Background: an optimization exercise with open tools, aiming at a short achievable clock period and few clock cycles. Do not read the settings as production practice.
Only simulation tests tie the RTL to the original design; equivalence was not proved.
Power is estimated from default activity; no workload was simulated.

`flow/design.v`:
```
module riscv151_core
(
    input         clk,
    input         rst,
    output [13:0] fetch_addr,
    output        fetch_en,
    input  [31:0] imem_rdata,
    input  [31:0] bios_irdata,
    output [13:0] data_addr,
    output [31:0] data_wdata,
    output [3:0]  dmem_we,
    output [3:0]  imem_we,
    output [3:0]  io_we,
    input  [31:0] dmem_rdata,
    input  [31:0] bios_drdata
);
    localparam [29:0] RESET_PC = 30'h1000_0000;  
    localparam BI = 5;               
    localparam BN = 1 << BI;         
    localparam TW = 15 - BI;         
    reg  [29:0] pc_f;
    reg         v_i;
    reg  [29:0] pc_i;
    reg         selb_i, seli_i;
    reg         pred_i, hit_i;
    reg  [1:0]  ctr_i;
    reg  [29:0] ptgt_i;
    reg         v_d;
    reg  [31:0] ir_d;
    reg  [29:0] pc_d;
    reg         pred_d, hit_d;
    reg  [1:0]  ctr_d;
    reg  [29:0] ptgt_d;
    reg  [31:0] a_e, b_e, s_e;
    reg         fwa_e, fwb_e, fws_e;
    reg  [31:0] link_e;
    reg  [29:0] pc_e;
    reg  [29:0] tgt_e;
    reg         rA_e, rT_e, rN_e;    
    reg         rJ_e;                
    reg         call_e, ret_e;
    reg  [29:0] ptgt_e;
    reg         c_eq_e, c_ne_e, c_lt_e, c_ge_e, c_ltu_e, c_geu_e;
    reg         pred_e, hit_e;
    reg  [1:0]  ctr_e;
    reg         br_e, jal_e, jalr_e, ld_e, st_e, wen_e, bios_e;
    reg  [2:0]  f3_e;
    reg  [4:0]  rd_e;
    reg         op_add_e, op_sub_e, op_sll_e, op_slt_e, op_sltu_e, op_xor_e,
                op_srl_e, op_sra_e, op_or_e, op_and_e, op_link_e;
    reg  [31:0] res_m;
    reg  [31:0] wd_m;
    reg  [3:0]  dwe_m, iwe_m, iowe_m;
    reg         ld_m, wen_m;
    reg  [2:0]  f3_m;
    reg  [4:0]  rd_m;
    reg  [31:0] res_w;
    reg         ld_w, wen_w;
    reg  [1:0]  dsel_w;  
    reg  [2:0]  f3_w;
    reg  [1:0]  off_w;
    reg  [4:0]  rd_w;
    reg  [31:0] wb_w2;
    reg         wen_w2;
    reg  [4:0]  rd_w2;
    reg  [31:0] rf [1:31];
    reg         btb_v   [0:BN-1];
    reg  [TW-1:0] btb_tag [0:BN-1];
    reg  [17:0] btb_tgt [0:BN-1];
    reg  [1:0]  btb_ctr [0:BN-1];
    reg         btb_j   [0:BN-1];
    reg         btb_r   [0:BN-1];      
    reg  [17:0] ras0, ras1, ras2, ras3;    
    wire [31:0] a = fwa_e ? res_m : a_e;
    wire [31:0] b = fwb_e ? res_m : b_e;
    wire [31:0] s = fws_e ? res_m : s_e;
    wire [31:0] sum_ab  = a_e + b_e;
    wire [31:0] sum_mb  = res_m + b_e;
    wire [31:0] sum_am  = a_e + res_m;
    wire [31:0] sum_mm  = {res_m[30:0], 1'b0};
    wire [31:0] diff_ab = a_e - b_e;
    wire [31:0] diff_mb = res_m - b_e;
    wire [31:0] diff_am = a_e - res_m;
    wire        eq_ab   = (a_e == b_e);
    wire        eq_mb   = (res_m == b_e);
    wire        eq_am   = (a_e == res_m);
    wire        ltu_ab  = (a_e < b_e);
    wire        ltu_mb  = (res_m < b_e);
    wire        ltu_am  = (a_e < res_m);
    wire        lt_ab   = ($signed(a_e) < $signed(b_e));
    wire        lt_mb   = ($signed(res_m) < $signed(b_e));
    wire        lt_am   = ($signed(a_e) < $signed(res_m));
    wire        f_ab = !fwa_e & !fwb_e;
    wire        f_mb =  fwa_e & !fwb_e;
    wire        f_am = !fwa_e &  fwb_e;
    wire        f_mm =  fwa_e &  fwb_e;
    wire [31:0] sum  = ({32{f_ab}} & sum_ab) | ({32{f_mb}} & sum_mb)
                     | ({32{f_am}} & sum_am) | ({32{f_mm}} & sum_mm);
    wire [31:0] diff = ({32{f_ab}} & diff_ab) | ({32{f_mb}} & diff_mb) | ({32{f_am}} & diff_am);
    wire        eq   = (f_ab & eq_ab) | (f_mb & eq_mb) | (f_am & eq_am) | f_mm;
    wire        ltu  = (f_ab & ltu_ab) | (f_mb & ltu_mb) | (f_am & ltu_am);
    wire        lt   = (f_ab & lt_ab) | (f_mb & lt_mb) | (f_am & lt_am);
    wire [31:0] shl  = a << b[4:0];
    wire [31:0] shr  = a >> b[4:0];
    wire [31:0] sra  = $signed(a) >>> b[4:0];
    wire [31:0] alu =
          ({32{op_add_e}}  & sum)
        | ({32{op_sub_e}}  & diff)
        | ({32{op_sll_e}}  & shl)
        | ({32{op_slt_e}}  & {31'd0, lt})
        | ({32{op_sltu_e}} & {31'd0, ltu})
        | ({32{op_xor_e}}  & (a ^ b))
        | ({32{op_srl_e}}  & shr)
        | ({32{op_sra_e}}  & sra)
        | ({32{op_or_e}}   & (a | b))
        | ({32{op_and_e}}  & (a & b))
        | ({32{op_link_e}} & link_e);
    wire cond = (c_eq_e & eq) | (c_ne_e & !eq) | (c_lt_e & lt) | (c_ge_e & !lt)
              | (c_ltu_e & ltu) | (c_geu_e & !ltu);
    wire taken_e = jal_e | (br_e & cond);
    wire [31:0] jk   = {ptgt_e, 2'b00};
    wire        jc2a = (a_e[1] & b_e[1]) | ((a_e[1] ^ b_e[1]) & a_e[0] & b_e[0]);
    wire        jc2m = (res_m[1] & b_e[1]) | ((res_m[1] ^ b_e[1]) & res_m[0] & b_e[0]);
    wire [31:0] jga  = (a_e & b_e) | ((a_e ^ b_e) & ~jk);
    wire [31:0] jgm  = (res_m & b_e) | ((res_m ^ b_e) & ~jk);
    wire        jok_a = ((a_e ^ b_e ^ jk) >> 2) == {jga[30:2], jc2a};
    wire        jok_m = ((res_m ^ b_e ^ jk) >> 2) == {jgm[30:2], jc2m};
    wire        jok   = (fwa_e & jok_m) | (!fwa_e & jok_a);
    function lsel;
        input c_eq, c_ne, c_lt, c_ge, c_ltu, c_geu, br, rj, pr;
        input eq_x, lt_x, ltu_x, jok_x;
        lsel = br ? ((c_eq & eq_x) | (c_ne & !eq_x) | (c_lt & lt_x) | (c_ge & !lt_x)
                   | (c_ltu & ltu_x) | (c_geu & !ltu_x))
                  : (pr & jok_x);
    endfunction
    wire l_ab = lsel(c_eq_e, c_ne_e, c_lt_e, c_ge_e, c_ltu_e, c_geu_e, br_e, rJ_e, pred_e, eq_ab, lt_ab, ltu_ab, jok_a);
    wire l_mb = lsel(c_eq_e, c_ne_e, c_lt_e, c_ge_e, c_ltu_e, c_geu_e, br_e, rJ_e, pred_e, eq_mb, lt_mb, ltu_mb, jok_m);
    wire l_am = lsel(c_eq_e, c_ne_e, c_lt_e, c_ge_e, c_ltu_e, c_geu_e, br_e, rJ_e, pred_e, eq_am, lt_am, ltu_am, jok_a);
    wire l_mm = lsel(c_eq_e, c_ne_e, c_lt_e, c_ge_e, c_ltu_e, c_geu_e, br_e, rJ_e, pred_e, 1'b1, 1'b0, 1'b0, jok_m);
    wire late = (f_ab & l_ab) | (f_mb & l_mb) | (f_am & l_am) | (f_mm & l_mm);
    wire red1 = rA_e | rT_e;
    wire red0 = rA_e | rN_e | rJ_e;
    wire redirect = late ? red1 : red0;
    wire [3:0] region = sum[31:28];
    reg  [3:0] mask;
    reg  [31:0] wdata;
    always @(*) begin
        case (f3_e)
            3'd0: begin
                mask  = 4'b0001 << sum[1:0];
                wdata = {4{s[7:0]}};
            end
            3'd1: begin
                mask  = (sum[1:0] == 2'd0) ? 4'b0011 :
                        (sum[1:0] == 2'd1) ? 4'b0110 :
                        (sum[1:0] == 2'd2) ? 4'b1100 : 4'b0000;
                wdata = sum[0] ? {8'd0, s[15:0], 8'd0} : {2{s[15:0]}};
            end
            3'd2: begin
                mask  = 4'b1111;
                wdata = s;
            end
            default: begin
                mask  = 4'b0000;
                wdata = s;
            end
        endcase
    end
    wire [3:0] smask = st_e ? mask : 4'b0000;
    wire [3:0] rg_ab = sum_ab[31:28], rg_mb = sum_mb[31:28], rg_am = sum_am[31:28], rg_mm = sum_mm[31:28];
    wire rd_ab = (rg_ab == 4'h1) | (rg_ab == 4'h3), ri_ab = (rg_ab == 4'h2) | (rg_ab == 4'h3), ro_ab = (rg_ab == 4'h8);
    wire rd_mb = (rg_mb == 4'h1) | (rg_mb == 4'h3), ri_mb = (rg_mb == 4'h2) | (rg_mb == 4'h3), ro_mb = (rg_mb == 4'h8);
    wire rd_am = (rg_am == 4'h1) | (rg_am == 4'h3), ri_am = (rg_am == 4'h2) | (rg_am == 4'h3), ro_am = (rg_am == 4'h8);
    wire rd_mm = (rg_mm == 4'h1) | (rg_mm == 4'h3), ri_mm = (rg_mm == 4'h2) | (rg_mm == 4'h3), ro_mm = (rg_mm == 4'h8);
    wire       r_d  = (f_ab & rd_ab) | (f_mb & rd_mb) | (f_am & rd_am) | (f_mm & rd_mm);
    wire       r_i  = ((f_ab & ri_ab) | (f_mb & ri_mb) | (f_am & ri_am) | (f_mm & ri_mm)) & bios_e;
    wire       r_io = (f_ab & ro_ab) | (f_mb & ro_mb) | (f_am & ro_am) | (f_mm & ro_mm);
    wire [31:0] din = (dsel_w == 2'd0) ? dmem_rdata :
                      (dsel_w == 2'd1) ? bios_drdata : 32'd0;
    reg  [31:0] ld_val;
    always @(*) begin
        case (f3_w)
            3'd0: case (off_w)
                2'd0: ld_val = {{24{din[7]}},  din[7:0]};
                2'd1: ld_val = {{24{din[15]}}, din[15:8]};
                2'd2: ld_val = {{24{din[23]}}, din[23:16]};
                default: ld_val = {{24{din[31]}}, din[31:24]};
            endcase
            3'd1: case (off_w)
                2'd0: ld_val = {{16{din[15]}}, din[15:0]};
                2'd1: ld_val = {{16{din[23]}}, din[23:8]};
                2'd2: ld_val = {{16{din[31]}}, din[31:16]};
                default: ld_val = 32'd0;
            endcase
            3'd2: ld_val = din;
            3'd4: case (off_w)
                2'd0: ld_val = {24'd0, din[7:0]};
                2'd1: ld_val = {24'd0, din[15:8]};
                2'd2: ld_val = {24'd0, din[23:16]};
                default: ld_val = {24'd0, din[31:24]};
            endcase
            3'd5: case (off_w)
                2'd0: ld_val = {16'd0, din[15:0]};
                2'd1: ld_val = {16'd0, din[23:8]};
                2'd2: ld_val = {16'd0, din[31:16]};
                default: ld_val = 32'd0;
            endcase
            default: ld_val = 32'd0;
        endcase
    end
    wire [31:0] wb_w = ld_w ? ld_val : res_w;
    wire [6:0] opc = ir_d[6:0];
    wire [4:0] rd  = ir_d[11:7];
    wire [2:0] f3  = ir_d[14:12];
    wire [4:0] rs1 = ir_d[19:15];
    wire [4:0] rs2 = ir_d[24:20];
    wire       i30 = ir_d[30];
    wire is_lui   = (opc == 7'b0110111);
    wire is_auipc = (opc == 7'b0010111);
    wire is_jal   = (opc == 7'b1101111);
    wire is_jalr  = (opc == 7'b1100111);
    wire is_br    = (opc == 7'b1100011);
    wire is_ld    = (opc == 7'b0000011);
    wire is_st    = (opc == 7'b0100011);
    wire is_opi   = (opc == 7'b0010011);
    wire is_op    = (opc == 7'b0110011);
    wire use1 = is_jalr | is_br | is_ld | is_st | is_opi | is_op;
    wire use2 = is_br | is_st | is_op;
    wire wr   = (is_lui | is_auipc | is_jal | is_jalr | is_ld | is_opi | is_op) & (rd != 5'd0);
    wire [31:0] imm_i = {{20{ir_d[31]}}, ir_d[31:20]};
    wire [31:0] imm_s = {{20{ir_d[31]}}, ir_d[31:25], ir_d[11:7]};
    wire [31:0] imm_u = {ir_d[31:12], 12'd0};
    wire [31:0] imm_b = {{19{ir_d[31]}}, ir_d[31], ir_d[7], ir_d[30:25], ir_d[11:8], 1'b0};
    wire [31:0] imm_j = {{11{ir_d[31]}}, ir_d[31], ir_d[19:12], ir_d[20], ir_d[30:21], 1'b0};
    wire        shift_i = (f3 == 3'd1) | (f3 == 3'd5);
    wire [31:0] imm = (is_lui | is_auipc) ? imm_u :
                      is_st ? imm_s :
                      (is_opi & shift_i) ? {27'd0, ir_d[24:20]} : imm_i;
    wire [31:0] pc_d32   = {pc_d, 2'b00};
    wire [31:0] link_d   = pc_d32 + 32'd4;
    wire [31:0] tgt_d32  = pc_d32 + (is_jal ? imm_j : imm_b);
    wire [29:0] ta = pc_d;
    wire [29:0] tb = is_jal ? imm_j[31:2] : imm_b[31:2];
    wire [29:0] tk = ptgt_d;
    wire [29:0] tx = ta ^ tb ^ tk;
    wire [29:0] tc = {((ta[28:0] & tb[28:0]) | ((ta[28:0] ^ tb[28:0]) & ~tk[28:0])), 1'b0};
    wire        tok_d    = (tx == tc);
    wire arith = is_op | is_opi;
    wire d_add  = (arith & (f3 == 3'd0) & !(is_op & i30)) | is_lui | is_auipc | is_ld | is_st;
    wire d_sub  = arith & (f3 == 3'd0) & is_op & i30;
    wire d_sll  = arith & (f3 == 3'd1);
    wire d_slt  = arith & (f3 == 3'd2);
    wire d_sltu = arith & (f3 == 3'd3);
    wire d_xor  = arith & (f3 == 3'd4);
    wire d_srl  = arith & (f3 == 3'd5) & !i30;
    wire d_sra  = arith & (f3 == 3'd5) & i30;
    wire d_or   = arith & (f3 == 3'd6);
    wire d_and  = arith & (f3 == 3'd7);
    wire d_link = is_jal | is_jalr;
    wire e1 = wen_e  & (rd_e  == rs1);
    wire e2 = wen_e  & (rd_e  == rs2);
    wire m1 = wen_m  & (rd_m  == rs1);
    wire m2 = wen_m  & (rd_m  == rs2);
    wire w1 = wen_w  & (rd_w  == rs1);
    wire w2 = wen_w  & (rd_w  == rs2);
    wire x1 = wen_w2 & (rd_w2 == rs1);
    wire x2 = wen_w2 & (rd_w2 == rs2);
    reg  stall;
    wire [31:0] nb = ibus;
    wire [6:0]  nopc = nb[6:0];
    wire [4:0]  nrs1 = nb[19:15];
    wire [4:0]  nrs2 = nb[24:20];
    wire nuse1 = (nopc == 7'b1100111) | (nopc == 7'b1100011) | (nopc == 7'b0000011)
               | (nopc == 7'b0100011) | (nopc == 7'b0010011) | (nopc == 7'b0110011);
    wire nuse2 = (nopc == 7'b1100011) | (nopc == 7'b0100011) | (nopc == 7'b0110011);
    wire ldd   = v_d & is_ld & wr;    
    wire lde   = wen_e & ld_e;        
    wire sB = v_i & (
          (nuse1 & ((ldd & (rd == nrs1)) | (lde & (rd_e == nrs1))))
        | (nuse2 & ((ldd & (rd == nrs2)) | (lde & (rd_e == nrs2)))));
    wire sA = v_d & ((use1 & e1 & ld_e) | (use2 & e2 & ld_e));
    wire stall_n = !redirect & (stall ? sA : sB);
    wire [31:0] ibus = ({32{selb_i}} & bios_irdata) | ({32{seli_i}} & imem_rdata);
    wire [31:0] rf1 = (rs1 == 5'd0) ? 32'd0 : rf[rs1];
    wire [31:0] rf2 = (rs2 == 5'd0) ? 32'd0 : rf[rs2];
    wire [31:0] old1 = m1 ? res_m : (x1 ? wb_w2 : rf1);
    wire [31:0] old2 = m2 ? res_m : (x2 ? wb_w2 : rf2);
    wire        late1 = w1 & !m1;
    wire        late2 = w2 & !m2;
    wire [31:0] val1 = late1 ? wb_w : old1;
    wire [31:0] val2 = late2 ? wb_w : old2;
    wire [31:0] a_d = is_auipc ? pc_d32 : ((is_lui | is_jal) ? 32'd0 : val1);
    wire [31:0] b_d = (is_op | is_br) ? val2 : imm;
    wire [BI-1:0] bi    = pc_f[BI-1:0];
    wire        bhit    = btb_v[bi] & (btb_tag[bi] == {pc_f[28], pc_f[13:BI]});
    wire        bpred   = bhit & (btb_j[bi] | btb_r[bi] | btb_ctr[bi][1]);
    wire [17:0] bt18    = btb_r[bi] ? ras0 : btb_tgt[bi];
    wire [29:0] btgt    = {bt18[17:14], 12'd0, bt18[13:0]};
    wire [29:0] pc_next = bpred ? btgt : (pc_f + 30'd1);
    wire go = !stall & !redirect;
    wire [29:0] pc_norm = rst ? RESET_PC : (stall ? pc_f : pc_next);
    wire [29:0] pc_a    = jal_e ? tgt_e : link_e[31:2];
    wire [29:0] pc1 = rA_e ? pc_a : (rT_e ? tgt_e : pc_norm);
    wire [29:0] pc0 = rA_e ? pc_a : (rN_e ? link_e[31:2] : (rJ_e ? sum[31:2] : pc_norm));
    always @(posedge clk) begin
        if (rst) stall <= 1'b0;
        else     stall <= stall_n;
        if (rst) begin
            v_i  <= 1'b0;
            v_d  <= 1'b0;
        end else if (redirect) begin
            v_i  <= 1'b0;
            v_d  <= 1'b0;
        end else if (!stall) begin
            v_i  <= 1'b1;
            v_d  <= v_i;
        end
        pc_f <= late ? pc1 : pc0;
    end
    always @(posedge clk) begin
        if (!stall) begin
            pc_i   <= pc_f;
            selb_i <= (pc_f[29:26] == 4'h4);
            seli_i <= (pc_f[29:26] == 4'h1);
            pred_i <= bpred;
            hit_i  <= bhit;
            ctr_i  <= btb_ctr[bi];
            ptgt_i <= btgt;
            ir_d   <= ibus;
            pc_d   <= pc_i;
            pred_d <= pred_i;
            hit_d  <= hit_i;
            ctr_d  <= ctr_i;
            ptgt_d <= ptgt_i;
        end
    end
    always @(posedge clk) begin
        if (rst) begin
            br_e <= 1'b0; jal_e <= 1'b0; jalr_e <= 1'b0; ld_e <= 1'b0;
            st_e <= 1'b0; wen_e <= 1'b0; pred_e <= 1'b0;
            rA_e <= 1'b0; rT_e <= 1'b0; rN_e <= 1'b0; rJ_e <= 1'b0;
            call_e <= 1'b0; ret_e <= 1'b0;
        end else begin
            rA_e   <= go & v_d & ((is_jal & !(pred_d & tok_d)) | (!is_jal & !is_br & !is_jalr & pred_d));
            rJ_e   <= go & v_d & is_jalr;
            call_e <= go & v_d & (is_jal | is_jalr) & ((rd == 5'd1) | (rd == 5'd5));
            ret_e  <= go & v_d & is_jalr & (rd == 5'd0) & ((rs1 == 5'd1) | (rs1 == 5'd5));
            rT_e   <= go & v_d & is_br & !(pred_d & tok_d);
            rN_e   <= go & v_d & is_br & pred_d;
            br_e   <= go & v_d & is_br;
            jal_e  <= go & v_d & is_jal;
            jalr_e <= go & v_d & is_jalr;
            ld_e   <= go & v_d & is_ld;
            st_e   <= go & v_d & is_st;
            wen_e  <= go & v_d & wr;
            pred_e <= go & v_d & pred_d;
        end
        a_e    <= a_d;
        b_e    <= b_d;
        s_e    <= val2;
        fwa_e  <= e1 & !(is_auipc | is_lui | is_jal);
        fwb_e  <= e2 & (is_op | is_br);
        fws_e  <= e2;
        link_e <= link_d;
        pc_e   <= pc_d;
        tgt_e  <= tgt_d32[31:2];
        ptgt_e <= ptgt_d;
        c_eq_e  <= (f3 == 3'd0);
        c_ne_e  <= (f3 == 3'd1);
        c_lt_e  <= (f3 == 3'd4);
        c_ge_e  <= (f3 == 3'd5);
        c_ltu_e <= (f3 == 3'd6);
        c_geu_e <= (f3 == 3'd7);
        hit_e  <= hit_d;
        ctr_e  <= ctr_d;
        bios_e <= link_d[30];
        f3_e   <= f3;
        rd_e   <= rd;
        op_add_e  <= d_add;
        op_sub_e  <= d_sub;
        op_sll_e  <= d_sll;
        op_slt_e  <= d_slt;
        op_sltu_e <= d_sltu;
        op_xor_e  <= d_xor;
        op_srl_e  <= d_srl;
        op_sra_e  <= d_sra;
        op_or_e   <= d_or;
        op_and_e  <= d_and;
        op_link_e <= d_link;
    end
    always @(posedge clk) begin
        if (rst) begin
            dwe_m  <= 4'd0;
            iwe_m  <= 4'd0;
            iowe_m <= 4'd0;
            ld_m   <= 1'b0;
            wen_m  <= 1'b0;
        end else begin
            dwe_m  <= r_d  ? smask : 4'd0;
            iwe_m  <= r_i  ? smask : 4'd0;
            iowe_m <= r_io ? smask : 4'd0;
            ld_m   <= ld_e;
            wen_m  <= wen_e;
        end
        res_m <= alu;
        wd_m  <= wdata;
        f3_m  <= f3_e;
        rd_m  <= rd_e;
    end
    always @(posedge clk) begin
        if (rst) begin
            wen_w <= 1'b0;
            ld_w  <= 1'b0;
        end else begin
            wen_w <= wen_m;
            ld_w  <= ld_m;
        end
        res_w  <= res_m;
        f3_w   <= f3_m;
        off_w  <= res_m[1:0];
        rd_w   <= rd_m;
        dsel_w <= (res_m[31:28] == 4'h4) ? 2'd1 :
                  (res_m[31:28] == 4'h8) ? 2'd2 : 2'd0;
    end
    always @(posedge clk) begin
        if (rst) wen_w2 <= 1'b0;
        else     wen_w2 <= wen_w;
        wb_w2 <= wb_w;
        rd_w2 <= rd_w;
        if (wen_w2) rf[rd_w2] <= wb_w2;
    end
    reg        bu_we, bu_clr;
    reg [BI-1:0] bu_idx;
    reg [TW-1:0] bu_tag;
    reg [17:0] bu_tgt;
    reg [1:0]  bu_ctr;
    reg        bu_j, bu_r;
    always @(posedge clk) begin
        if (rst) begin
            bu_we  <= 1'b0;
            bu_clr <= 1'b0;
        end else begin
            bu_we  <= ((br_e | jal_e) & (taken_e | hit_e)) | ret_e;
            bu_clr <= pred_e & !(br_e | jal_e | ret_e);
        end
        bu_idx <= pc_e[BI-1:0];
        bu_tag <= {pc_e[28], pc_e[13:BI]};
        bu_tgt <= {tgt_e[29:26], tgt_e[13:0]};
        bu_ctr <= taken_e ? (hit_e ? ((ctr_e == 2'd3) ? 2'd3 : ctr_e + 2'd1) : 2'd2)
                          : ((ctr_e == 2'd0) ? 2'd0 : ctr_e - 2'd1);
        bu_j   <= jal_e;
        bu_r   <= ret_e;
    end
    always @(posedge clk) begin
        if (rst) begin
            ras0 <= 18'd0; ras1 <= 18'd0; ras2 <= 18'd0; ras3 <= 18'd0;
        end else if (call_e) begin
            ras0 <= {link_e[31:28], link_e[15:2]}; ras1 <= ras0; ras2 <= ras1; ras3 <= ras2;
        end else if (ret_e) begin
            ras0 <= ras1; ras1 <= ras2; ras2 <= ras3;
        end
    end
    integer k;
    always @(posedge clk) begin
        if (rst) begin
            for (k = 0; k < BN; k = k + 1) btb_v[k] <= 1'b0;
        end else if (bu_we) begin
            btb_v[bu_idx] <= 1'b1;
        end else if (bu_clr) begin
            btb_v[bu_idx] <= 1'b0;
        end
        if (bu_we) begin
            btb_tag[bu_idx] <= bu_tag;
            btb_tgt[bu_idx] <= bu_tgt;
            btb_ctr[bu_idx] <= bu_ctr;
            btb_j[bu_idx]   <= bu_j;
            btb_r[bu_idx]   <= bu_r;
        end
    end
    assign fetch_addr = pc_f[13:0];
    assign fetch_en   = !stall;
    assign data_addr  = res_m[15:2];
    assign data_wdata = wd_m;
    assign dmem_we    = dwe_m;
    assign imem_we    = iwe_m;
    assign io_we      = iowe_m;
endmodule
```
`flow/flow/run.sh`:
```
#!/bin/bash
set -euo pipefail
bash standard.sh SETUP_SLACK_MARGIN=6.5 finish > standard.log 2>&1
```
`flow/standard.sh`:
```
#!/bin/bash
# synth_recipe.tcl (not shown) runs the flow's synth.tcl, then flattens the netlist and writes it again
# the make line also repeats each setting of config.mk as NAME=value (left out here)
make -C /OpenROAD-flow-scripts/flow DESIGN_CONFIG=/design/flow/config.mk WORK_HOME=/design/flow/orfs CLKGATE_MAP_FILE= SYNTH_SCRIPT=/design/flow/synth_recipe.tcl "${@:-finish}"
```
`flow/config.mk`:
```
export PLATFORM = sky130hd
export DESIGN_NAME = riscv151_core
export DESIGN_NICKNAME = riscv151_core
export VERILOG_FILES = /design/flow/design.v
export SDC_FILE = /design/flow/constraint.sdc
export NUM_CORES = 4
export LEC_CHECK = 0
export ABC_CLOCK_PERIOD_IN_PS = 4000
export CAP_MARGIN = 20
export CORE_MARGIN = 2
export CORE_UTILIZATION = 32
export PLACE_DENSITY = 0.55
export SLEW_MARGIN = 20
```
`flow/constraint.sdc`:
```
create_clock -name core_clock -period 10.5 [get_ports {clk}]
set_input_delay 2.1000 -clock core_clock [delete_from_list [all_inputs] [get_ports {clk}]]
set_output_delay 2.1000 -clock core_clock [all_outputs]
set_load 0.01 [all_outputs]
```
==> results.sh, run 1 <==
export IMPL_ys_async_sr_fraction_pct=0
export IMPL_finalMaxSlewViolations=0
export IMPL_synth_area_leaders="edfxtp_1, mux4_2, dfxtp_1, mux2i_1, ha_1"
export IMPL_synthMostInstantiatedCell="edfxtp_1"
export IMPL_tightest_slew_ns=1.287
export IMPL_clock_latency_ns=0.97
export IMPL_rows=238
export IMPL_synthDistinctLibCells=95
export IMPL_grt_max_degree=92
export IMPL_use_met1_pct=34.10
export IMPL_cpMostUsedCell="buf_4"
export IMPL_power_density_mw_per_mm2=172.2
export IMPL_crit_family="buffers and inverters"
export IMPL_synth_seq_cells=2740
export IMPL_fp_dieH_um=654.8
export IMPL_core_area_mm2=0.4211
export IMPL_power_leakage_uw=0.05546
export IMPL_grtUsageMet2_pct=40.94
export IMPL_post_dp_hpwl_um=383600
export IMPL_rsz0062_at_grt="yes"
export IMPL_timing_final_crit_share_pct=41.74
export IMPL_synth_main_ff_cell="edfxtp_1"
export IMPL_portBuffers=202
export IMPL_grt_pass1_vias=93600
export IMPL_grt_overflow=0
export IMPL_synth_edf_count=2186
export IMPL_outcome="finished clean"
export IMPL_synth_nets=10260
export IMPL_viasPerCell=5.925
export IMPL_seqCellArea_mm2=0.07703
export IMPL_placed_cell_area_mm2=0.1450
export IMPL_finalSetupViolCount=0
export IMPL_die_area_mm2=0.4287
export IMPL_multi_input_area_mm2=0.05953
export IMPL_max_freq_mhz=228.2
export IMPL_initial_core_util_pct=32.18
export IMPL_synthTopCellsByCount="edfxtp_1, mux4_2, nor2_1"
export IMPL_drt_wl_total_um=579800
export IMPL_arrival_ns=5.15
export IMPL_root_buffer="clkbuf_16"
export IMPL_pin_count=203
export IMPL_dieWidth_um=654.8
export IMPL_cts_buffers=309
export IMPL_clk_pin_slew_worst_paths_ns=0.07
export IMPL_yosysTopAreaCell="edfxtp_1"
export IMPL_crit_fanout=8
export IMPL_min_delay_start="f3_m[2]"
export IMPL_syn_cell_area_mm2=0.1355
export IMPL_drtPass1Iterations=8
export IMPL_postRouteAntennaNets=0
export IMPL_antenna_found_initial=76
export IMPL_hp_class="reg2reg"
export IMPL_yosysTopAreaCellShare_pct=48.44
export IMPL_crit_path_max_incr_delay_ns=0.44
export IMPL_first_iter_violations=12050
export IMPL_cts_buffer_depth=4
export IMPL_path_buf_inv=8
export IMPL_relSlewSlack_pct=13.46
export IMPL_timing_final_hold_violations=0
export IMPL_cts_hold_buf=0
export IMPL_tns_ns=0
export IMPL_clock_sink_count=2740
export IMPL_drc=0
export IMPL_area_growth_pct=21.21
export IMPL_yosysSeqAreaShare_pct=56.62
export IMPL_cp_end_kind="register"
export IMPL_nets=10830
export IMPL_track_usage_pct=26.26
export IMPL_h_tree_depth=5
export IMPL_critPathLaunchType="register"
export IMPL_skew_ns=0.1026
export IMPL_stdcell_area_mm2=0.1643
export IMPL_ys_warn_count=1
export IMPL_grt_pass1_wl_um=783100
export IMPL_synth_area_per_cell_um2=13.90
export IMPL_cts_tree="yes"
export IMPL_drive_gt1_share_pct=27.57
export IMPL_critical_path_cell_chain="buf_8 -> clkinvlp_4 -> ha_4 -> or4_4 -> nor3_4 -> buf_4 -> nand4_1 -> buf_6 -> mux2i_1 -> nand3_1 -> a21oi_2 -> a221oi_2 -> buf_4 -> nor3_4 -> buf_12 -> mux2i_4 -> buf_4 -> nor4_4 -> buf_6 -> and2_1"
export IMPL_crit_start="res_m[19]"
export IMPL_required_ns=11.27
export IMPL_slowest_stage="or4_4"
export IMPL_post_route_min_period_ns=4.383
export IMPL_path_class="reg2reg"
export IMPL_synth_cells=9749
export IMPL_vdd_drop_max_mv=0.1376
export IMPL_grt_busiest_layer="met2"
export IMPL_grt_use_met3_pct=5.064
export IMPL_r2r_start="res_m[19]"
export IMPL_maxCapViolations=0
export IMPL_dr_total_vias=96210
export IMPL_num_fill_cells=39320
export IMPL_avgRoutedWirePerCell_um=35.71
export IMPL_gp_congestion=1.019
[stage by stage]
step / instances / worst slack, ns / util, % / total power [uW] / hold slack (ns)
finish: 16240 / 6.117 / 39.01 / 28280 / 0.2583
floorplan: 9749 / 6.392 / - / 14830 / 0.3096
global placement: 15210 / 3.741 / 34.42 / 16880 / 0.3156
CTS: 16110 / 6.231 / 38.50 / 28060 / 0.2732
global route: 16220 / 6.067 / 39.00 / 28960 / 0.2740
detailed placement: 15220 / 4.106 / 34.44 / 16880 / 0.3143
[final timing paths]
| path | cells past startpoint | end | slack, ns |
|---|---|---|---|
| setup / recovery | 20 | st_e | 6.12 |
| hold / removal | 0 | f3_w[2] | 0.26 |
| setup reg to reg | 20 | st_e | 6.12 |
| hold reg to reg | 0 | f3_w[2] | 0.26 |
[power breakdown]
group	leakage (uW)	internal, uW	switching (uW)	total [uW]
logic	0.0259	2010	3330	5340
clock network	0.00477	6020	4660	10700
registers	0.0248	11900	355	12300
[placed cells by master (no fill, tap or decap), types with 39 or more instances in the layout]
cell type,Yosys,final
edfxtp_1,2186,2186
mux4_2,871,871
nor2_1,797,700
buf_4,43,556
a21oi_1,579,515
nand2_1,467,455
dfxtp_1,554,445
mux2i_1,448,399
clkbuf_16,0,317
inv_1,330,284
o21ai_0,339,279
xnor2_1,262,249
ha_1,325,234
clkdlybuf4s50_1,0,159
o211ai_1,122,122
nand3_1,124,118
xor2_1,115,106
nor3_1,121,94
a211oi_1,130,94
clkbuf_1,455,93
nor2_4,0,80
a21o_1,78,77
ha_4,0,70
buf_6,4,67
dfxtp_4,0,65
nor2b_1,62,57
nand4_1,55,55
clkinv_1,6,53
fa_1,58,53
a21oi_2,0,52
a22o_1,49,49
o21ai_1,5,48
buf_12,0,47
nand2b_1,49,46
a22oi_1,55,45
dfxtp_2,0,44
nor4_1,57,41
a221o_1,43,41
o21bai_1,44,39
clkinv_2,0,39
[layout make-up]
| type | instances | share of cell area, % |
|---|---|---|
| sequential | 2740 | 46.90 |
| tap | 5640 | 4.296 |
| timing repair inverter | 2 | 0.01066 |
| antenna | 28 | 0.04266 |
| inverter | 341 | 0.8433 |
| clock buffer | 424 | 5.132 |
| timing repair buffer | 926 | 5.661 |
| multi-input combinational | 5994 | 36.24 |
| clock inverter | 142 | 0.8699 |
[metal layers]
layer,up-vias,part of all wire (%)
li1,39190,-
met3,1243,8.8
met1,50340,39
met2,5399,45
met5,-,0.044
met4,38,7.0
[what timing repair did]
action,4_1_cts,5_1_grt
setup buffers,293,99
cloned,28,4
pin swaps,180,146
gates resized for setup,952,276
setup endpoints to repair,267,132
[kinds of logic after synthesis]
kind of cell / Yosys count / synth area share, %
AO/OA/AOI/OAI: 1951 / 9.525
XOR/XNOR: 377 / 2.437
adder cells (fa/ha/maj): 383 / 3.858
buffers and inverters: 1018 / 3.004
flip-flops: 2740 / 56.62
multiplexers: 1356 / 18.09
AND/OR/NAND/NOR: 1924 / 6.460
[flip-flops by register name, indices dropped and copies added (netlist names), 30 cells and up, named ones only]
| name | flops |
|---|---|
| a_e | 32 |
| btb_v | 32 |
| tgt_e | 30 |
| res_m | 32 |
| btb_tag | 320 |
| link_e | 30 |
| res_w | 31 |
| wd_m | 32 |
| wb_w2 | 32 |
| pc_f | 30 |
| btb_tgt | 576 |
| pc_d | 30 |
| rf | 992 |
| pc_i | 30 |
| b_e | 32 |
| btb_j | 32 |
| btb_ctr | 64 |
| ir_d | 32 |
| btb_r | 32 |
| s_e | 32 |
Testbench counts, summed over its fixed seeds: cycles 88,385.
==> run 2, diff against run 1 <==
--- a/flow/design.v
+++ b/flow/design.v
@@ -39,7 +39,8 @@
     reg         rA_e, rT_e, rN_e;    
     reg         rJ_e;                
     reg         call_e, ret_e;
-    reg  [29:0] ptgt_e;
+    reg  [31:2] jq_e;                
+    reg  [31:3] jm_e;
     reg         c_eq_e, c_ne_e, c_lt_e, c_ge_e, c_ltu_e, c_geu_e;
     reg         pred_e, hit_e;
     reg  [1:0]  ctr_e;
@@ -66,11 +67,11 @@
     reg  [31:0] rf [1:31];
     reg         btb_v   [0:BN-1];
     reg  [TW-1:0] btb_tag [0:BN-1];
-    reg  [17:0] btb_tgt [0:BN-1];
+    reg  [29:0] btb_tgt [0:BN-1];
     reg  [1:0]  btb_ctr [0:BN-1];
     reg         btb_j   [0:BN-1];
     reg         btb_r   [0:BN-1];      
-    reg  [17:0] ras0, ras1, ras2, ras3;    
+    reg  [29:0] ras0, ras1, ras2, ras3;
     wire [31:0] a = fwa_e ? res_m : a_e;
     wire [31:0] b = fwb_e ? res_m : b_e;
     wire [31:0] s = fws_e ? res_m : s_e;
@@ -118,13 +119,12 @@
     wire cond = (c_eq_e & eq) | (c_ne_e & !eq) | (c_lt_e & lt) | (c_ge_e & !lt)
               | (c_ltu_e & ltu) | (c_geu_e & !ltu);
     wire taken_e = jal_e | (br_e & cond);
-    wire [31:0] jk   = {ptgt_e, 2'b00};
     wire        jc2a = (a_e[1] & b_e[1]) | ((a_e[1] ^ b_e[1]) & a_e[0] & b_e[0]);
     wire        jc2m = (res_m[1] & b_e[1]) | ((res_m[1] ^ b_e[1]) & res_m[0] & b_e[0]);
-    wire [31:0] jga  = (a_e & b_e) | ((a_e ^ b_e) & ~jk);
-    wire [31:0] jgm  = (res_m & b_e) | ((res_m ^ b_e) & ~jk);
-    wire        jok_a = ((a_e ^ b_e ^ jk) >> 2) == {jga[30:2], jc2a};
-    wire        jok_m = ((res_m ^ b_e ^ jk) >> 2) == {jgm[30:2], jc2m};
+    wire [31:2] jta  = {a_e[31:3] ^ jq_e[31:3] ^ (jm_e[31:3] & a_e[30:2]), a_e[2] ^ jq_e[2] ^ jc2a};
+    wire [31:2] jtm  = {res_m[31:3] ^ jq_e[31:3] ^ (jm_e[31:3] & res_m[30:2]), res_m[2] ^ jq_e[2] ^ jc2m};
+    wire        jok_a = (jta == 30'd0);
+    wire        jok_m = (jtm == 30'd0);
     wire        jok   = (fwa_e & jok_m) | (!fwa_e & jok_a);
     function lsel;
         input c_eq, c_ne, c_lt, c_ge, c_ltu, c_geu, br, rj, pr;
@@ -237,6 +237,7 @@
                       is_st ? imm_s :
                       (is_opi & shift_i) ? {27'd0, ir_d[24:20]} : imm_i;
     wire [31:0] pc_d32   = {pc_d, 2'b00};
+    wire [31:0] jp       = imm_i ^ {ptgt_d, 2'b00};
     wire [31:0] link_d   = pc_d32 + 32'd4;
     wire [31:0] tgt_d32  = pc_d32 + (is_jal ? imm_j : imm_b);
     wire [29:0] ta = pc_d;
@@ -294,8 +295,7 @@
     wire [BI-1:0] bi    = pc_f[BI-1:0];
     wire        bhit    = btb_v[bi] & (btb_tag[bi] == {pc_f[28], pc_f[13:BI]});
     wire        bpred   = bhit & (btb_j[bi] | btb_r[bi] | btb_ctr[bi][1]);
-    wire [17:0] bt18    = btb_r[bi] ? ras0 : btb_tgt[bi];
-    wire [29:0] btgt    = {bt18[17:14], 12'd0, bt18[13:0]};
+    wire [29:0] btgt    = btb_r[bi] ? ras0 : btb_tgt[bi];
     wire [29:0] pc_next = bpred ? btgt : (pc_f + 30'd1);
     wire go = !stall & !redirect;
     wire [29:0] pc_norm = rst ? RESET_PC : (stall ? pc_f : pc_next);
@@ -364,7 +364,8 @@
         link_e <= link_d;
         pc_e   <= pc_d;
         tgt_e  <= tgt_d32[31:2];
-        ptgt_e <= ptgt_d;
+        jq_e   <= jp[31:2] ^ {jp[30:2] & imm_i[30:2], 1'b0};
+        jm_e   <= ~jp[30:2];
         c_eq_e  <= (f3 == 3'd0);
         c_ne_e  <= (f3 == 3'd1);
         c_lt_e  <= (f3 == 3'd4);
@@ -432,7 +433,7 @@
     reg        bu_we, bu_clr;
     reg [BI-1:0] bu_idx;
     reg [TW-1:0] bu_tag;
-    reg [17:0] bu_tgt;
+    reg [29:0] bu_tgt;
     reg [1:0]  bu_ctr;
     reg        bu_j, bu_r;
     always @(posedge clk) begin
@@ -445,7 +446,7 @@
         end
         bu_idx <= pc_e[BI-1:0];
         bu_tag <= {pc_e[28], pc_e[13:BI]};
-        bu_tgt <= {tgt_e[29:26], tgt_e[13:0]};
+        bu_tgt <= tgt_e;
         bu_ctr <= taken_e ? (hit_e ? ((ctr_e == 2'd3) ? 2'd3 : ctr_e + 2'd1) : 2'd2)
                           : ((ctr_e == 2'd0) ? 2'd0 : ctr_e - 2'd1);
         bu_j   <= jal_e;
@@ -453,9 +454,9 @@
     end
     always @(posedge clk) begin
         if (rst) begin
-            ras0 <= 18'd0; ras1 <= 18'd0; ras2 <= 18'd0; ras3 <= 18'd0;
+            ras0 <= 30'd0; ras1 <= 30'd0; ras2 <= 30'd0; ras3 <= 30'd0;
         end else if (call_e) begin
-            ras0 <= {link_e[31:28], link_e[15:2]}; ras1 <= ras0; ras2 <= ras1; ras3 <= ras2;
+            ras0 <= link_e[31:2]; ras1 <= ras0; ras2 <= ras1; ras3 <= ras2;
         end else if (ret_e) begin
             ras0 <= ras1; ras1 <= ras2; ras2 <= ras3;
         end
==> run 2 against run 1 <==
Effect of this change: still clean; flip-flop and latch count up 509; critical endpoint is now pc_f[22]; largest power group unchanged; non-clock buffer count shrank 113; routed wire length is 3.1% higher; core utilization decreased by 0.94 points.
==> results.sh, run 2 <==
export IMPL_outcome="finished clean"
export IMPL_pin_count=203
export IMPL_hp_class="reg2reg"
export IMPL_stdcell_area_mm2=0.1833
export IMPL_regMostFlops="rf"
export IMPL_seqPwrFrac_pct=45.1
export IMPL_ff2ff_path_depth=14
export IMPL_drtPass1Iterations=8
export IMPL_layout_common_cells="edfxtp_1, mux4_2, nor2_1"
export IMPL_rows=255
export IMPL_regToRegEndpoint="pc_f[22]"
export IMPL_yosysTopAreaCellShare_pct=50.46
export IMPL_maxCapViolations=0
export IMPL_r2r_start="a_e[28]"
export IMPL_tightest_slew_ns=1.355
export IMPL_fp_dieH_um=698.6
export IMPL_cp_end_kind="register"
export IMPL_grt_pass1_vias=98460
export IMPL_synthMostInstantiatedCell="edfxtp_1"
export IMPL_path_class="reg2reg"
export IMPL_timing_final_hold_violations=0
export IMPL_finalSetupViolCount=0
export IMPL_tns_ns=0
export IMPL_swShare_pct=27.67
export IMPL_dr_total_vias=104200
export IMPL_clockPowerShare_pct=39.3
export IMPL_antenna_found_initial=56
export IMPL_finalMaxSlewViolations=0
export IMPL_drt_wl_total_um=597500
export IMPL_slowest_stage="dfxtp_1"
export IMPL_clk_pin_slew_worst_paths_ns=0.07
export IMPL_ff2ff_setup_slack_ns=6.20
export IMPL_cpMostUsedCell="a21oi_4"
export IMPL_track_usage_pct=23.54
export IMPL_avgRoutedWirePerCell_um=33.16
export IMPL_power_leakage_uw=0.06190
export IMPL_cts_buffer_depth=4
export IMPL_first_iter_violations=13910
export IMPL_placed_cell_area_mm2=0.1645
export IMPL_comb_power_share_pct=15.6
export IMPL_grt_pass1_wl_um=811600
export IMPL_arrival_ns=5.17
export IMPL_synthDistinctLibCells=96
export IMPL_h_tree_depth=5
export IMPL_clock_latency_ns=1.00
export IMPL_vdd_drop_max_mv=0.1330
export IMPL_dieWidth_um=698.6
export IMPL_min_path_cells=0
export IMPL_grt_max_degree=125
export IMPL_crit_path_max_incr_delay_ns=0.63
export IMPL_min_delay_start="pc_e[28]"
export IMPL_portBuffers=202
export IMPL_viasPerCell=5.784
export IMPL_nets=11730
export IMPL_synthTopCellsByCount="edfxtp_1, mux4_2, nor2_1"
export IMPL_postRouteAntennaNets=0
export IMPL_synth_seq_cells=3249
export IMPL_final_common_cell="edfxtp_1"
export IMPL_syn_cell_area_mm2=0.1544
export IMPL_root_buffer="clkbuf_16"
export IMPL_ys_async_sr_fraction_pct=0
export IMPL_internal_power_uw=23380
export IMPL_yosysSeqAreaShare_pct=58.95
export IMPL_yosysTopAreaCell="edfxtp_1"
export IMPL_relSlewSlack_pct=7.103
export IMPL_synth_area_leaders="edfxtp_1, mux4_2, dfxtp_1, mux2i_1, ha_1"
export IMPL_max_freq_mhz=232.8
export IMPL_p_sw_uw=8943
export IMPL_synth_cells=10810
export IMPL_rsz0062_at_grt="yes"
export IMPL_crit_fanout=15
export IMPL_critical_path_cell_chain="ha_2 -> and3_1 -> a311o_2 -> or3b_2 -> mux2_4 -> a21oi_4 -> a21oi_4 -> o211ai_1 -> a21oi_4 -> buf_6 -> buf_12 -> buf_16 -> a222oi_1 -> o31ai_1"
export IMPL_drc=0
export IMPL_required_ns=11.37
export IMPL_cts_buffers=353
export IMPL_drive_gt1_share_pct=24.26
export IMPL_skew_ns=0.06069
export IMPL_top_regs="rf x992, btb_tgt x960, btb_tag x320"
export IMPL_clock_sink_count=3249
export IMPL_cts_tree="yes"
export IMPL_cts_hold_buf=0
export IMPL_core_area_mm2=0.4815
export IMPL_ys_warn_count=1
export IMPL_die_area_mm2=0.4880
export IMPL_post_route_min_period_ns=4.295
export IMPL_synth_main_ff_cell="edfxtp_1"
export IMPL_largest_reg_flops=992
export IMPL_min_to="bu_tag[9]"
export IMPL_synth_nets=11300
export IMPL_synth_area_per_cell_um2=14.28
export IMPL_initial_core_util_pct=32.07
export IMPL_timing_final_crit_share_pct=40.91
export IMPL_area_growth_pct=18.71
export IMPL_power_density_mw_per_mm2=176.4
export IMPL_power_total_uw=32320
export IMPL_utilization_pct=38.07
export IMPL_gp_congestion=0.9951
export IMPL_grt_overflow=0
export IMPL_post_dp_hpwl_um=382100
export IMPL_critPathLaunchType="register"
export IMPL_synth_edf_count=2594
-- run 2: power by group through the flow --
| stage | clock network, uW | registers [uW] | logic (uW) |
|---|---|---|---|
| 2_1_floorplan | 0 | 14600 | 2720 |
| 3_3_place_gp | 0 | 14900 | 4390 |
| 3_5_place_dp | 0 | 14900 | 4360 |
| 4_1_cts | 12800 | 14600 | 4720 |
| 5_1_grt | 13300 | 14600 | 5230 |
| 6_report | 12700 | 14600 | 5030 |
-- run 2: repair_timing --
| action | CTS | global route |
|---|---|---|
| setup buffers | 140 | 131 |
| cloned | 27 | 11 |
| endpoints found under the hold margin | 0 | 0 |
| pin swaps | 67 | 122 |
| endpoints found under the setup margin | 313 | 211 |
| gates resized for setup | 608 | 279 |
-- run 2: worst max path at each step --
stage                         from  endpoint  slack, ns  cells past startpoint
global placement    bios_drdata[7]   b_e[29]       4.21                     12
global route                b_e[2]  pc_f[22]       6.20                     16
detailed placement  bios_drdata[7]   b_e[29]       4.25                     12
floorplan           dmem_rdata[15]   b_e[28]       6.10                     11
finish                     a_e[28]  pc_f[22]       6.20                     14
CTS                         a_e[0]    call_e       6.33                     16
-- run 2: cells by family (layout without fill, tap and decap cells) --
kind of cell             after synthesis  in the layout  synth area share (%)
AO/OA/AOI/OAI                       2039           2039                 8.631
XOR/XNOR                             429            429                 2.443
adder cells (fa/ha/maj)              354            354                 3.044
buffers and inverters               1109           1841                 2.880
flip-flops                          3249           3249                 58.95
multiplexers                        1517           1517                 17.90
other                                  0             48                     0
AND/OR/NAND/NOR                     2116           2117                 6.155
-- run 2: area by class of cell --
cell class	count	area [um^2]
Clock buffer	457	9552
Clock inverter	201	2095
Timing Repair inverter	2	17.52
Timing Repair Buffer	813	8673
Inverter	368	1418
Fill cell	45070	298200
Antenna cell	48	120.1
Sequential cell	3249	91220
Tap cell	6425	8039
Multi-Input combinational cell	6456	62130
-- run 2: routing by layer --
| metal | vias up | global-route usage, % | share of wire (%) |
|---|---|---|---|
| met5 | - | 0 | 0.020 |
| met4 | 16 | 8.530 | 4.0 |
| met3 | 971 | 5.443 | 9.9 |
| met2 | 5434 | 35.02 | 44 |
| met1 | 54700 | 33.51 | 42 |
| li1 | 43100 | - | - |
-- run 2: through the flow --
step           instances  worst slack [ns]  hold WS [ns]
2_1_floorplan      10810             6.102        0.3096
3_3_place_gp       17000             4.207        0.3109
3_5_place_dp       17000             4.247        0.3121
4_1_cts            17830             6.333        0.2974
5_1_grt            18000             6.199        0.3076
6_report           18020             6.205        0.3161
-- run 2: worst max-delay path, delay by kind of cell, from the launching register on --
kind | cells | cell delay, ns
AOI/OAI and AO/OA | 7 | 1.64
and+or+nand+nor | 2 | 0.71
DFF | 1 | 0.63
adders and majority gates | 1 | 0.48
buffers and inverters | 3 | 0.42
muxes | 1 | 0.29
Testbench counts of run 2, summed over its fixed seeds: cycles 88,385.
==> run 3, diff against run 2 <==
--- a/flow/design.v
+++ b/flow/design.v
@@ -50,6 +50,7 @@
     reg         op_add_e, op_sub_e, op_sll_e, op_slt_e, op_sltu_e, op_xor_e,
                 op_srl_e, op_sra_e, op_or_e, op_and_e, op_link_e;
     reg  [31:0] res_m;
+    reg         z_m;                 
     reg  [31:0] wd_m;
     reg  [3:0]  dwe_m, iwe_m, iowe_m;
     reg         ld_m, wen_m;
@@ -116,28 +117,17 @@
         | ({32{op_or_e}}   & (a | b))
         | ({32{op_and_e}}  & (a & b))
         | ({32{op_link_e}} & link_e);
-    wire cond = (c_eq_e & eq) | (c_ne_e & !eq) | (c_lt_e & lt) | (c_ge_e & !lt)
-              | (c_ltu_e & ltu) | (c_geu_e & !ltu);
+    wire eqB  = (f_ab & eq_ab) | ((f_mb | f_am) & z_m) | f_mm;
+    wire ltB  = (f_ab & lt_ab) | (f_mb & res_m[31]) | (f_am & !res_m[31] & !z_m);
+    wire ltuB = (f_ab & ltu_ab) | (f_am & !z_m);
+    wire cond = (c_eq_e & eqB) | (c_ne_e & !eqB) | (c_lt_e & ltB) | (c_ge_e & !ltB)
+              | (c_ltu_e & ltuB) | (c_geu_e & !ltuB);
+    wire zadd = ((a ^ b) == {(a[30:0] | b[30:0]), 1'b0});
     wire taken_e = jal_e | (br_e & cond);
     wire        jc2a = (a_e[1] & b_e[1]) | ((a_e[1] ^ b_e[1]) & a_e[0] & b_e[0]);
-    wire        jc2m = (res_m[1] & b_e[1]) | ((res_m[1] ^ b_e[1]) & res_m[0] & b_e[0]);
-    wire [31:2] jta  = {a_e[31:3] ^ jq_e[31:3] ^ (jm_e[31:3] & a_e[30:2]), a_e[2] ^ jq_e[2] ^ jc2a};
-    wire [31:2] jtm  = {res_m[31:3] ^ jq_e[31:3] ^ (jm_e[31:3] & res_m[30:2]), res_m[2] ^ jq_e[2] ^ jc2m};
-    wire        jok_a = (jta == 30'd0);
-    wire        jok_m = (jtm == 30'd0);
-    wire        jok   = (fwa_e & jok_m) | (!fwa_e & jok_a);
-    function lsel;
-        input c_eq, c_ne, c_lt, c_ge, c_ltu, c_geu, br, rj, pr;
-        input eq_x, lt_x, ltu_x, jok_x;
-        lsel = br ? ((c_eq & eq_x) | (c_ne & !eq_x) | (c_lt & lt_x) | (c_ge & !lt_x)
-                   | (c_ltu & ltu_x) | (c_geu & !ltu_x))
-                  : (pr & jok_x);
-    endfunction
-    wire l_ab = lsel(c_eq_e, c_ne_e, c_lt_e, c_ge_e, c_ltu_e, c_geu_e, br_e, rJ_e, pred_e, eq_ab, lt_ab, ltu_ab, jok_a);
-    wire l_mb = lsel(c_eq_e, c_ne_e, c_lt_e, c_ge_e, c_ltu_e, c_geu_e, br_e, rJ_e, pred_e, eq_mb, lt_mb, ltu_mb, jok_m);
-    wire l_am = lsel(c_eq_e, c_ne_e, c_lt_e, c_ge_e, c_ltu_e, c_geu_e, br_e, rJ_e, pred_e, eq_am, lt_am, ltu_am, jok_a);
-    wire l_mm = lsel(c_eq_e, c_ne_e, c_lt_e, c_ge_e, c_ltu_e, c_geu_e, br_e, rJ_e, pred_e, 1'b1, 1'b0, 1'b0, jok_m);
-    wire late = (f_ab & l_ab) | (f_mb & l_mb) | (f_am & l_am) | (f_mm & l_mm);
+    wire [31:2] jt   = {a_e[31:3] ^ jq_e[31:3] ^ (jm_e[31:3] & a_e[30:2]), a_e[2] ^ jq_e[2] ^ jc2a};
+    wire        jok_a = (jt == 30'd0);
+    wire late = br_e ? cond : (pred_e & jok_a);
     wire red1 = rA_e | rT_e;
     wire red0 = rA_e | rN_e | rJ_e;
     wire redirect = late ? red1 : red0;
@@ -276,7 +266,13 @@
     wire nuse2 = (nopc == 7'b1100011) | (nopc == 7'b0100011) | (nopc == 7'b0110011);
     wire ldd   = v_d & is_ld & wr;    
     wire lde   = wen_e & ld_e;        
-    wire sB = v_i & (
+    wire naddsub = d_add | d_sub;
+    wire nfa = v_d & wr & (rd == nrs1);
+    wire nfb = v_d & wr & (rd == nrs2);
+    wire nbrs = ((nopc == 7'b1100011) & ((nfa & !nfb & !((nrs2 == 5'd0) & naddsub))
+                                       | (nfb & !nfa & !((nrs1 == 5'd0) & naddsub))))
+              | ((nopc == 7'b1100111) & nfa);
+    wire sB = v_i & (nbrs |
           (nuse1 & ((ldd & (rd == nrs1)) | (lde & (rd_e == nrs1))))
         | (nuse2 & ((ldd & (rd == nrs2)) | (lde & (rd_e == nrs2)))));
     wire sA = v_d & ((use1 & e1 & ld_e) | (use2 & e2 & ld_e));
@@ -404,6 +400,7 @@
             wen_m  <= wen_e;
         end
         res_m <= alu;
+        z_m   <= (op_add_e & zadd) | (op_sub_e & eq);
         wd_m  <= wdata;
         f3_m  <= f3_e;
         rd_m  <= rd_e;
==> run 3 against run 2 <==
Effect of this change: design area shrank 1.4%; routed wire length decreased by 4.5%; flip-flop and latch count up 1; non-clock buffer count decreased by 82; core utilization fell by 0.29 points; still clean on timing, DRC and antenna; synthesized cell count fell by 1.4%.
==> results.sh, run 3 <==
export IMPL_outcome="finished clean"
export IMPL_largest_reg_flops=992
export IMPL_initial_core_util_pct=32.11
export IMPL_yosysTopAreaCell="edfxtp_1"
export IMPL_yosysTopAreaCellShare_pct=50.72
export IMPL_grt_overflow=0
export IMPL_synthDistinctLibCells=108
export IMPL_cts_hold_buf=0
export IMPL_max_freq_mhz=243.0
export IMPL_dr_total_vias=102200
export IMPL_synthTopCellsByCount="edfxtp_1, mux4_2, nor2_1"
export IMPL_drtPass1Iterations=9
export IMPL_die_area_mm2=0.4855
export IMPL_cts_buffers=334
export IMPL_syn_cell_area_mm2=0.1536
export IMPL_clock_sink_count=3250
export IMPL_tns_ns=0
export IMPL_timing_final_hold_violations=0
export IMPL_root_buffer="clkbuf_16"
export IMPL_grt_pass1_vias=97170
export IMPL_track_usage_pct=22.67
export IMPL_crit_family="compound AO/OA/AOI/OAI gates"
export IMPL_path_buf_inv=1
export IMPL_layout_common_cells="edfxtp_1, mux4_2, nor2_1"
export IMPL_power_total_uw=31890
export IMPL_synth_cells=10660
export IMPL_required_ns=11.35
export IMPL_cp_end_kind="register"
export IMPL_skew_ns=0.06933
export IMPL_grt_pass1_wl_um=779100
export IMPL_vdd_drop_max_mv=0.1582
export IMPL_postRouteAntennaNets=0
export IMPL_drt_wl_total_um=570600
export IMPL_synth_seq_cells=3250
export IMPL_finalMaxSlewViolations=0
export IMPL_power_density_mw_per_mm2=176.5
export IMPL_top_regs="rf x992, btb_tgt x960, btb_tag x320"
export IMPL_rsz0062_at_grt="yes"
export IMPL_slowest_stage="a222oi_1"
export IMPL_nets=11500
export IMPL_gp_congestion=1.021
export IMPL_fp_dieH_um=696.8
export IMPL_clock_latency_ns=0.99
export IMPL_crit_fanout=3
export IMPL_finalSetupViolCount=0
export IMPL_viasPerCell=5.769
export IMPL_synth_edf_count=2594
export IMPL_regMostFlops="rf"
export IMPL_clk_pin_slew_worst_paths_ns=0.07
export IMPL_avgRoutedWirePerCell_um=32.21
export IMPL_drive_gt1_share_pct=23.43
export IMPL_cts_tree="yes"
export IMPL_antenna_found_initial=49
export IMPL_crit_path_max_incr_delay_ns=0.81
export IMPL_drc=0
export IMPL_final_common_cell="edfxtp_1"
export IMPL_portBuffers=202
export IMPL_critical_path_cell_chain="clkdlybuf4s50_1 -> mux2i_2 -> nor2_1 -> a21oi_1 -> o32ai_1 -> a222oi_1 -> o22ai_2 -> o21ai_1 -> o21ai_1 -> a22o_1"
export IMPL_power_leakage_uw=0.06103
export IMPL_ys_warn_count=1
export IMPL_critPathLaunchType="input port"
export IMPL_first_iter_violations=13520
export IMPL_hp_class="reg2reg"
export IMPL_cts_buffer_depth=4
export IMPL_dieWidth_um=696.8
export IMPL_post_dp_hpwl_um=362800
export IMPL_post_route_min_period_ns=4.115
export IMPL_relSlewSlack_pct=14.24
export IMPL_maxCapViolations=0
export IMPL_area_growth_pct=17.64
export IMPL_synthMostInstantiatedCell="edfxtp_1"
export IMPL_synth_main_ff_cell="edfxtp_1"
export IMPL_core_area_mm2=0.4783
export IMPL_synth_area_per_cell_um2=14.40
export IMPL_h_tree_depth=5
export IMPL_timing_final_crit_share_pct=39.19
export IMPL_yosysSeqAreaShare_pct=59.27
export IMPL_cpMostUsedCell="o21ai_1"
export IMPL_tightest_slew_ns=1.251
export IMPL_path_class="in2reg"
export IMPL_ys_async_sr_fraction_pct=0
export IMPL_rows=254
export IMPL_pin_count=203
export IMPL_synth_area_leaders="edfxtp_1, mux4_2, dfxtp_1, mux2i_1, ha_1"
export IMPL_grt_max_degree=98
export IMPL_arrival_ns=4.96
export IMPL_synth_nets=11150
## run 3: per-stage QoR
stage	cells	util [%]	worst slack, ns	hold slack [ns]	instance area (um^2)
CTS	17590	37.27	6.323	0.3208	178300
global placement	16840	34.19	4.813	0.3122	163500
global route	17690	37.76	6.367	0.3253	180600
finish	17720	37.77	6.385	0.3200	180700
floorplan	10660	-	6.417	0.3096	153700
detailed placement	16840	34.19	4.805	0.3128	163500
## run 3: kinds of logic (layout without fill, tap and decap cells)
family                     count (synthesis)  count (layout)  share of synthesized area, %
adders and majority gates                358             358                         3.093
other                                      0              28                             0
buffers and inverters                   1102            1721                         3.001
muxes                                   1545            1545                         17.94
AOI/OAI and AO/OA                       1997            2001                         8.519
and+or+nand+nor                         2007            2008                         5.877
DFF                                     3250            3250                         59.27
xor gates and xnor gates                 404             404                         2.304
## run 3: routing by layer
| metal | global-route usage, % | vias up | wire length (um) |
|---|---|---|---|
| met2 | 34.69 | 5500 | 254900 |
| met4 | 10.24 | 24 | 29890 |
| met1 | 31.07 | 53140 | 232100 |
| met3 | 4.595 | 1197 | 53470 |
| li1 | - | 42340 | - |
| met5 | 0 | - | 191 |
## run 3: report_power, final
part	internal, uW	switching, uW	leakage [uW]
registers	14200	477	0.0298
logic	2040	3150	0.0259
clock network	6820	5240	0.00534
## run 3: what timing repair did
item,4_1_cts,5_1_grt
endpoints found under the setup margin,281,186
pin swaps,79,128
resized for setup,604,332
cloned,17,9
setup buffers,118,86
## run 3: layout make-up
class,instances,area [um^2]
Antenna cell,28,70.07
Clock buffer,436,9120
Clock inverter,176,1758
Fill cell,44720,297600
Inverter,378,1443
Multi-Input combinational cell,6316,61330
Sequential cell,3250,91290
Tap cell,6400,8008
Timing Repair Buffer,731,7644
## run 3: worst paths after layout
check / from / end / slack (ns) / depth (start not counted)
setup / recovery: bios_drdata[22] / b_e[6] / 6.38 / 10
hold / removal: pc_e[4] / bu_idx[4] / 0.32 / 0
setup reg to reg: res_m[23] / res_m[0] / 6.39 / 12
hold reg to reg: pc_e[4] / bu_idx[4] / 0.32 / 0
Testbench counts of run 3, summed over its fixed seeds: cycles 89,069.
==> run 4, diff against run 3 <==
--- a/flow/design.v
+++ b/flow/design.v
@@ -39,8 +39,7 @@
     reg         rA_e, rT_e, rN_e;    
     reg         rJ_e;                
     reg         call_e, ret_e;
-    reg  [31:2] jq_e;                
-    reg  [31:3] jm_e;
+    reg  [29:0] ptgt_e;
     reg         c_eq_e, c_ne_e, c_lt_e, c_ge_e, c_ltu_e, c_geu_e;
     reg         pred_e, hit_e;
     reg  [1:0]  ctr_e;
@@ -124,9 +123,10 @@
               | (c_ltu_e & ltuB) | (c_geu_e & !ltuB);
     wire zadd = ((a ^ b) == {(a[30:0] | b[30:0]), 1'b0});
     wire taken_e = jal_e | (br_e & cond);
+    wire [31:0] jk   = {ptgt_e, 2'b00};
     wire        jc2a = (a_e[1] & b_e[1]) | ((a_e[1] ^ b_e[1]) & a_e[0] & b_e[0]);
-    wire [31:2] jt   = {a_e[31:3] ^ jq_e[31:3] ^ (jm_e[31:3] & a_e[30:2]), a_e[2] ^ jq_e[2] ^ jc2a};
-    wire        jok_a = (jt == 30'd0);
+    wire [31:0] jga  = (a_e & b_e) | ((a_e ^ b_e) & ~jk);
+    wire        jok_a = ((a_e ^ b_e ^ jk) >> 2) == {jga[30:2], jc2a};
     wire late = br_e ? cond : (pred_e & jok_a);
     wire red1 = rA_e | rT_e;
     wire red0 = rA_e | rN_e | rJ_e;
@@ -227,7 +227,6 @@
                       is_st ? imm_s :
                       (is_opi & shift_i) ? {27'd0, ir_d[24:20]} : imm_i;
     wire [31:0] pc_d32   = {pc_d, 2'b00};
-    wire [31:0] jp       = imm_i ^ {ptgt_d, 2'b00};
     wire [31:0] link_d   = pc_d32 + 32'd4;
     wire [31:0] tgt_d32  = pc_d32 + (is_jal ? imm_j : imm_b);
     wire [29:0] ta = pc_d;
@@ -360,8 +359,7 @@
         link_e <= link_d;
         pc_e   <= pc_d;
         tgt_e  <= tgt_d32[31:2];
-        jq_e   <= jp[31:2] ^ {jp[30:2] & imm_i[30:2], 1'b0};
-        jm_e   <= ~jp[30:2];
+        ptgt_e <= ptgt_d;
         c_eq_e  <= (f3 == 3'd0);
         c_ne_e  <= (f3 == 3'd1);
         c_lt_e  <= (f3 == 3'd4);
==> run 4 against run 3 <==
Effect of this change: sequential share of layout area down 0.39 points; worst hold slack gained 0.0084 ns; maximum frequency is 4.9% lower; register-to-register slack lost 0.22 ns; routed wire length rose by 4.2%.
==> results.sh, run 4 <==
export IMPL_largest_reg_flops=992
export IMPL_synth_edf_count=2594
export IMPL_viasPerCell=5.913
export IMPL_synthDistinctLibCells=99
export IMPL_required_ns=11.11
export IMPL_gp_congestion=0.9805
export IMPL_finalWorstSetupSlack_ns=6.171
export IMPL_synth_cells=10410
export IMPL_synth_area_leaders="edfxtp_1, mux4_2, dfxtp_1, mux2i_1, ha_1"
export IMPL_synth_seq_cells=3221
export IMPL_layout_common_cells="edfxtp_1, mux4_2, nor2_1"
export IMPL_synth_main_ff_cell="edfxtp_1"
export IMPL_synthTopCellsByCount="edfxtp_1, mux4_2, nor2_1"
export IMPL_core_area_mm2=0.4714
export IMPL_timing_final_hold_violations=0
export IMPL_first_iter_violations=14540
export IMPL_track_usage_pct=23.84
export IMPL_tns_ns=0
export IMPL_power_total_uw=32110
export IMPL_vdd_drop_max_mv=0.1524
export IMPL_nets=11330
export IMPL_initial_core_util_pct=32.16
export IMPL_ys_warn_count=1
export IMPL_crit_family="compound AO/OA/AOI/OAI gates"
export IMPL_dieWidth_um=692.3
export IMPL_top_regs="rf x992, btb_tgt x960, btb_tag x320"
export IMPL_arrival_ns=4.94
export IMPL_cts_buffer_depth=4
export IMPL_timing_final_crit_share_pct=41.23
export IMPL_tightest_slew_ns=1.257
export IMPL_final_common_cell="edfxtp_1"
export IMPL_yosysTopAreaCellShare_pct=51.39
export IMPL_clock_sink_count=3221
export IMPL_h_tree_depth=5
export IMPL_cpMostUsedCell="buf_4"
export IMPL_drt_wl_total_um=594400
export IMPL_cp_end_kind="register"
export IMPL_slowest_stage="a311oi_2"
export IMPL_max_freq_mhz=231.0
export IMPL_crit_fanout=23
export IMPL_finalSetupViolCount=0
export IMPL_synth_area_per_cell_um2=14.57
export IMPL_ys_async_sr_fraction_pct=0
export IMPL_pin_count=203
export IMPL_placed_cell_area_mm2=0.1615
export IMPL_critical_path_cell_chain="buf_12 -> buf_4 -> clkinvlp_4 -> buf_12 -> ha_2 -> buf_4 -> inv_1 -> buf_4 -> o22ai_1 -> o21bai_2 -> o21ai_0 -> o211ai_1 -> a311oi_2 -> nand4_1"
export IMPL_post_dp_hpwl_um=374000
export IMPL_dp_slack_ns=4.540
export IMPL_power_leakage_uw=0.06065
export IMPL_clock_latency_ns=1.03
export IMPL_cts_hold_buf=0
export IMPL_skew_ns=0.1066
export IMPL_grt_pass1_vias=99570
export IMPL_fp_dieH_um=692.3
export IMPL_power_density_mw_per_mm2=177.5
export IMPL_outcome="finished clean"
export IMPL_grt_pass1_wl_um=807800
export IMPL_hp_class="reg2reg"
export IMPL_clk_pin_slew_worst_paths_ns=0.07
export IMPL_path_buf_inv=7
export IMPL_yosysSeqAreaShare_pct=59.67
export IMPL_post_route_min_period_ns=4.329
export IMPL_grt_max_degree=142
export IMPL_relSlewSlack_pct=15.89
export IMPL_syn_cell_area_mm2=0.1516
export IMPL_die_area_mm2=0.4792
export IMPL_drive_gt1_share_pct=25.36
export IMPL_regMostFlops="rf"
export IMPL_grt_overflow=0
export IMPL_maxCapViolations=0
export IMPL_postRouteAntennaNets=0
export IMPL_dr_total_vias=102800
export IMPL_rows=252
export IMPL_antenna_found_initial=60
export IMPL_path_class="reg2reg"
export IMPL_portBuffers=202
export IMPL_avgRoutedWirePerCell_um=34.18
export IMPL_drtPass1Iterations=9
export IMPL_root_buffer="clkbuf_16"
export IMPL_finalMaxSlewViolations=0
export IMPL_critPathLaunchType="register"
export IMPL_yosysTopAreaCell="edfxtp_1"
export IMPL_synthMostInstantiatedCell="edfxtp_1"
export IMPL_cts_tree="yes"
export IMPL_stdcell_area_mm2=0.1809
export IMPL_synth_nets=10900
export IMPL_crit_path_max_incr_delay_ns=0.67
export IMPL_cts_buffers=352
export IMPL_hold_ws_ns=0.3284
export IMPL_area_growth_pct=19.31
export IMPL_drc=0
export IMPL_rsz0062_at_grt="yes"
==> run 4: cell count changes in the layout (fill, tap and decap cells not counted), moves of 21 or more <==
| cell | before | now |
|---|---|---|
| xnor2_1 | 287 | 239 |
| ha_1 | 260 | 219 |
| o211ai_1 | 98 | 125 |
| a21oi_1 | 548 | 511 |
| nand2_1 | 529 | 494 |
| fa_1 | 31 | 60 |
| dfxtp_1 | 553 | 515 |
| clkbuf_16 | 346 | 370 |
| buf_4 | 389 | 430 |
| mux2i_1 | 502 | 428 |
| or3_1 | 40 | 17 |
| nor2_1 | 760 | 674 |
| dfxtp_2 | 49 | 70 |
==> run 4: through the flow <==
step	util, %	std cells
CTS	37.86	17290
global placement	34.26	16420
global route	38.36	17380
floorplan	-	10410
detailed placement	34.26	16420
finish	38.37	17390
==> run 4: repair_timing <==
action                                  in CTS  in global routing
cloned                                      31                 12
pin swaps                                  125                163
endpoints found under the setup margin     284                131
setup buffers                              180                 67
resized for setup                          708                299
==> run 4: final timing paths <==
path | slack (ns) | from | cells after the start | to
min | 0.33 | f3_m[1] | 0 | f3_w[1]
min reg2reg | 0.33 | f3_m[1] | 0 | f3_w[1]
max reg2reg | 6.17 | fwb_e | 14 | res_m[0]
max | 6.17 | fwb_e | 14 | res_m[0]
==> run 4: layer usage <==
metal | wire length, um | up-vias | global-route usage, %
li1 | - | 41620 | -
met4 | 26720 | 8 | 9.370
met3 | 60670 | 1067 | 5.182
met5 | 57 | - | 0
met2 | 262900 | 6076 | 36.07
met1 | 244000 | 54070 | 33.35
==> run 4: final cells by class <==
class	instances	area (um^2)
Antenna cell	22	55.05
Inverter	383	1491
Sequential cell	3221	90690
Timing Repair Buffer	795	8514
Clock buffer	466	9673
Clock inverter	189	2090
Fill cell	43510	290500
Tap cell	6223	7786
Multi-Input combinational cell	6093	60560
==> run 4: where the power goes <==
group	leakage, uW	internal [uW]	switching (uW)
clock	0.00571	7320	5380
combinational	0.0255	1940	3010
sequential	0.0294	14000	468
==> run 4: cell families after synthesis <==
logic type | after synthesis | share of synthesized area, %
buf+inv | 1094 | 2.982
xor+xnor | 372 | 2.149
fa+ha+maj | 358 | 3.277
simple gates | 1885 | 5.611
flops | 3221 | 59.67
compound gates | 1997 | 8.637
mux | 1480 | 17.68
Testbench counts of run 4, summed over its fixed seeds: cycles 89,069.

Check on run 4: ideal ports give 6.171 ns setup slack; a clkbuf_16 on the clock port and buf_2 on the inputs give 6.171 ns; moving port delays by the midpoint clock arrival (1.098 ns) as well gives 5.430 ns.
